This is an optimization exercise on Yosys and OpenROAD, whose aim is small area, not a production implementation.
Where RTL was checked, it was by simulation tests only, not by an equivalence proof against the original.

Design fast, start of the top module:
module fast (
   input bit clk,
   input bit rst_n,
   input logic [391:0] in_data,
   output logic [12:0] out_pixel
);
==> flow/config.mk <==
export PLATFORM = sky130hd
export DESIGN_NAME = fast
export DESIGN_NICKNAME = fast
export VERILOG_FILES = /design/flow/design.v
export SDC_FILE = /design/flow/constraint.sdc
export NUM_CORES = 4
export LEC_CHECK = 0
export CAP_MARGIN = 40
export CORE_MARGIN = 2
export CORE_UTILIZATION = 40
export CTS_BUF_LIST = sky130_fd_sc_hd__clkbuf_4
export GPL_TIMING_DRIVEN = 0
export SLEW_MARGIN = 40
export SYNTH_HIERARCHICAL = 1
export BUFFER_PORTS_ARGS = -buffer_cell sky130_fd_sc_hd__buf_1
export REMOVE_ABC_BUFFERS = 1
==> flow/constraint.sdc <==
create_clock -name core_clock -period 12.0 [get_ports {clk}]
set_input_delay 2.4000 -clock core_clock [delete_from_list [all_inputs] [get_ports {clk}]]
set_output_delay 2.4000 -clock core_clock [all_outputs]
set_load 0.01 [all_outputs]
standard.sh (not shown) runs the stock make flow with config.mk's settings and CLKGATE_MAP_FILE= SYNTH_SCRIPT=/design/flow/synth_recipe.tcl, a recipe that flattens the netlist after the stock synthesis.
==> flow/flow/run.sh <==
#!/bin/bash
set -euo pipefail
cat >> config.mk <<'EOT'
export BUFFER_PORTS_ARGS = -buffer_cell sky130_fd_sc_hd__buf_1
export REMOVE_ABC_BUFFERS = 1
EOT
bash standard.sh > flow_make.log 2>&1
Change:
--- a/flow/flow/run.sh
+++ b/flow/flow/run.sh
@@ -5 +4,0 @@
-export REMOVE_ABC_BUFFERS = 1
--- a/flow/config.mk
+++ b/flow/config.mk
@@ -12 +11,0 @@
-export GPL_TIMING_DRIVEN = 0
@@ -16 +14,0 @@
-export REMOVE_ABC_BUFFERS = 1
Effect: The new run finished clean. Count of clock-buffer cells in the layout is unchanged. Routed wire length stays flat. Cell count rises slightly. Critical path depth does not change. Hold slack barely changes.
Change:
--- a/flow/flow/run.sh
+++ b/flow/flow/run.sh
@@ -4,0 +5 @@
+export REMOVE_ABC_BUFFERS = 1
--- a/flow/config.mk
+++ b/flow/config.mk
@@ -11 +11,2 @@
-export CTS_BUF_LIST = sky130_fd_sc_hd__clkbuf_4
+export CTS_BUF_LIST = sky130_fd_sc_hd__clkbuf_8
+export GPL_TIMING_DRIVEN = 0
@@ -14,0 +16 @@
+export REMOVE_ABC_BUFFERS = 1
The changed run completed with no timing, DRC or antenna violations.
Global-route usage fell by 0.33 points.
Wire length shrinks by 0.84%.
Die area is unchanged.
Maximum frequency came out lower by 3.7%.
Worst setup slack degrades by 0.43 ns.

Another version of the RTL of fast (not shown whole).
Size: ~550 cells after synthesis, roughly 410 I/O pins, roughly 7300 sq um of cells after synthesis.
==> flow/design.v (excerpt) <==
module fast (
   input bit clk,
   input bit rst_n,
   input logic [391:0] in_data,
   output logic [12:0] out_pixel
);
export LEC_CHECK = 0
export CAP_MARGIN = 20
export CORE_MARGIN = 2
export CORE_UTILIZATION = 40
export CTS_BUF_LIST = sky130_fd_sc_hd__clkbuf_4
export SLEW_MARGIN = 20
export SYNTH_HIERARCHICAL = 1
export BUFFER_PORTS_ARGS = -buffer_cell sky130_fd_sc_hd__buf_1
export RECOVER_POWER = 100
create_clock -name core_clock -period 12.0 [get_ports {clk}]
==> flow/flow/run.sh <==
#!/bin/bash
set -euo pipefail
cat >> config.mk <<'EOT'
export BUFFER_PORTS_ARGS = -buffer_cell sky130_fd_sc_hd__buf_1
export RECOVER_POWER = 100
EOT
bash standard.sh > flow_make.log 2>&1
The starting point completed and failed the layout checks on capacitance limit, slew limit.
Then changed:
==> flow/run.sh (new file) <==
#!/bin/bash
# synth_recipe.tcl (not shown) runs the flow's synth.tcl, then flattens the netlist and writes it again
# the make line also repeats each setting of config.mk as NAME=value (left out here)
make -C /OpenROAD-flow-scripts/flow DESIGN_CONFIG=/design/flow/config.mk WORK_HOME=/design/flow/orfs CLKGATE_MAP_FILE= SYNTH_SCRIPT=/design/flow/synth_recipe.tcl finish
Settings changed: BUFFER_PORTS_ARGS -buffer_cell sky130_fd_sc_hd__buf_1 to default, CTS_BUF_LIST sky130_fd_sc_hd__clkbuf_4 to default, RECOVER_POWER 100 to default.
removed: flow/flow/run.sh
removed: flow/standard.sh
Now the flow finished clean.
Global-route usage increases by 0.91 points.
Worst setup slack is better by 0.082 ns.
Die area is unchanged.
Fmax rose by about 0.7%.
Final area is higher by about 20%.
Final cell count went up by about 2.5%.
Routed wire length is higher by 6.1%.
Non-clock buffer count rose by 25.
No run of this note included a check of the RTL's function; only the layout flow was run.

Another version of the RTL of fast (not shown whole).
Size: roughly 530 cells after synthesis, ~410 I/O pins, about 7100 µm² of cells after synthesis.
==> flow/config.mk <==
export PLATFORM = sky130hd
export DESIGN_NAME = fast
export DESIGN_NICKNAME = fast
export VERILOG_FILES = /design/flow/design.v
export SDC_FILE = /design/flow/constraint.sdc
export NUM_CORES = 4
export LEC_CHECK = 0
export CAP_MARGIN = 40
export CORE_MARGIN = 2
export CORE_UTILIZATION = 40
export CTS_BUF_LIST = sky130_fd_sc_hd__clkbuf_4
export GPL_TIMING_DRIVEN = 0
export SLEW_MARGIN = 40
export SYNTH_HIERARCHICAL = 1
export BUFFER_PORTS_ARGS = -buffer_cell sky130_fd_sc_hd__buf_1
export REMOVE_ABC_BUFFERS = 1
==> flow/constraint.sdc <==
create_clock -name core_clock -period 12.0 [get_ports {clk}]
set_input_delay 2.4000 -clock core_clock [delete_from_list [all_inputs] [get_ports {clk}]]
set_output_delay 2.4000 -clock core_clock [all_outputs]
set_load 0.01 [all_outputs]
==> flow/flow/run.sh <==
#!/bin/bash
set -euo pipefail
cat >> config.mk <<'EOT'
export BUFFER_PORTS_ARGS = -buffer_cell sky130_fd_sc_hd__buf_1
export REMOVE_ABC_BUFFERS = 1
EOT
bash standard.sh > flow_make.log 2>&1
The starting point passed the timing, DRC and antenna checks.
Then changed:
- CAP_MARGIN: 40 -> 20
- SLEW_MARGIN: 40 -> 20
Effect: The changed run completed without violations. Setup slack is worse by 0.058 ns. Fmax is lower by about 0.5%. Sequential cell count does not change. Area after synthesis stays the same. Die area is unchanged.
Then changed:
--- a/flow/flow/run.sh
+++ b/flow/flow/run.sh
@@ -5,0 +6 @@
+export RECOVER_POWER = 100
- CAP_MARGIN: 20 -> 40
- RECOVER_POWER: default -> 100
- SLEW_MARGIN: 20 -> 40
=>
- design area is about the same
- count of clock-buffer cells in the layout is unchanged
- cell count is unchanged
- non-clock buffer count is unchanged
- sequential share of layout area is about the same
Then changed:
--- a/flow/flow/run.sh
+++ b/flow/flow/run.sh
@@ -6 +5,0 @@
-export RECOVER_POWER = 100
@@ -7,0 +7,5 @@
+RES=orfs/results/$FLOW_PLATFORM/fast/base
+bash standard.sh synth > flow_synth.log 2>&1
+cp $RES/1_2_yosys.v flow_synth_netlist.v
+python3 flow/downsize.py $FLOW_HOME/platforms/$FLOW_PLATFORM/lib/sky130_fd_sc_hd__tt_025C_1v80.lib $RES/1_2_yosys.v > flow_downsize.log 2>&1
+touch $RES/1_2_yosys.v
==> flow/flow/downsize.py (new file) <==
#!/usr/bin/env python3
"""Set every combinational cell of the synthesized netlist to the smallest
variant of its cell family (same function and pins, e.g. a21oi_2 -> a21oi_1).
The layout flow's own repair then upsizes only where timing, slew or load need
it. Flip-flops and don't-use cells are left alone. Usage: downsize.py LIB NETLIST"""
import re, sys

lib_path, net_path = sys.argv[1], sys.argv[2]
lib = open(lib_path).read()

area, pins, dontuse = {}, {}, set()
for m in re.finditer(r'cell \("(sky130_fd_sc_hd__\w+)"\)\s*\{', lib):
    name = m.group(1)
    end = lib.find('\n    cell (', m.end())
    blk = lib[m.end(): end if end > 0 else len(lib)]
    a = re.search(r'\barea\s*:\s*([\d.]+)', blk)
    if a:
        area[name] = float(a.group(1))
    pins[name] = tuple(sorted(re.findall(r'pin \("(\w+)"\)', blk)))
    if re.search(r'dont_use\s*:\s*true', blk):
        dontuse.add(name)

fam = {}
for name in area:
    m = re.match(r'(sky130_fd_sc_hd__\w+?)_(\d+)$', name)
    if m:
        fam.setdefault((m.group(1), pins[name]), []).append(name)

def smallest(cell):
    m = re.match(r'(sky130_fd_sc_hd__\w+?)_(\d+)$', cell)
    if not m or cell not in area:
        return cell
    base = m.group(1)
    if re.search(r'__(df|dl|sdf|edf|conb|clk|tap|fill|decap|diode)', cell):
        return cell
    cands = [c for c in fam.get((base, pins[cell]), []) if c not in dontuse]
    if not cands:
        return cell
    return min(cands, key=lambda c: (area[c], int(c.rsplit('_', 1)[1])))

net = open(net_path).read()
count = 0
def sub(m):
    global count
    new = smallest(m.group(1))
    if new != m.group(1):
        count += 1
    return new + m.group(2)
net = re.sub(r'\b(sky130_fd_sc_hd__\w+)(\s+\S+\s*\()', sub, net)
open(net_path, 'w').write(net)
print(f"downsize.py: {count} cells set to their smallest variant")
- RECOVER_POWER: 100 -> default
Outcome: Utilization increases by 0.34 points; hold slack hardly moves; routed wire length decreases slightly; maximum frequency increases slightly; non-clock buffer count is unchanged; die area decreases slightly; synthesized cell count stays the same; design area hardly moves; via count increases slightly; setup slack gets better by 0.099 ns.
Then changed:
==> flow/flow/run.sh (replaced) <==
#!/bin/bash
set -euo pipefail
cat >> config.mk <<'EOT'
export BUFFER_PORTS_ARGS = -buffer_cell sky130_fd_sc_hd__buf_1
export REMOVE_ABC_BUFFERS = 1
EOT
bash standard.sh > flow_make.log 2>&1
- CTS_BUF_LIST: sky130_fd_sc_hd__clkbuf_4 -> sky130_fd_sc_hd__clkbuf_8
removed: flow/flow/downsize.py
Effect: Design area grows by about 0.3%; final cell count is unchanged; global-route usage shrinks by 0.31 points; wire length grows by about 1.6%; synthesized area grows by about 0.9%; via count shrinks by 1.1%; die area grows by 0.84%.

static timing again, ports no longer ideal:
In the flow no input, the clock included, has a driving cell. The finished layouts below were timed again as built, in two steps.
Step 1 sets driving cells, clkbuf_16 on the clock port and buf_2 on the other inputs (assumed; they add their load-dependent delay and slew).
Step 2 adds t to the input delays and takes it off the output delays; t is the mean of the earliest and latest rising clock arrival at the registers after step 1. Input paths then give back, and output paths get back, about the clock's delay inside the block.
a / b / c = ideal ports / drivers / drivers and shift; a / b = the first two.
run | t, ns | slack for setup (ns) | hold WS [ns] | worst setup path at the end | clock arrival spread, ns
the first run of note 1 | 0.341 | 0.329 / 0.340 / 0.000 | 2.676 / 2.662 / 2.822 | input to register | 0.016 / 0.015
the second run of note 1 | 0.337 | 0.782 / 0.792 / 0.455 | 2.678 / 2.663 / 2.826 | input to register | 0.013 / 0.014
the third run of note 1 | 0.306 | 0.356 / 0.372 / 0.065 | 2.723 / 2.705 / 2.810 | input to register | 0.013 / 0.013
the first run of note 2 | 0.355 | 0.182 / 0.192 / -0.163 | 2.618 / 2.614 / 2.816 | input to register | 0.020 / 0.020
the second run of note 2 | 0.284 | 0.264 / 0.267 / -0.017 | 3.068 / 3.059 / 3.180 | input to register | 0.010 / 0.010
the first run of note 3 | 0.286 | 0.474 / 0.468 / 0.181 | 2.560 / 2.570 / 2.825 | input to register | 0.002 / 0.001
the second run of note 3 | 0.279 | 0.415 / 0.407 / 0.127 | 2.546 / 2.555 / 2.818 | input to register | 0.004 / 0.005
the third run of note 3 | 0.286 | 0.474 / 0.468 / 0.181 | 2.560 / 2.570 / 2.825 | input to register | 0.002 / 0.001
the fourth run of note 3 | 0.290 | 0.572 / 0.572 / 0.282 | 2.561 / 2.559 / 2.821 | input to register | 0.003 / 0.002
the fifth run of note 3 | 0.258 | 0.434 / 0.431 / 0.173 | 2.600 / 2.607 / 2.818 | input to register | 0.000 / 0.000
For the first run of note 2, which loses most, drivers alone change the setup slack by +0.010 ns; drivers and shift together by -0.345 ns.
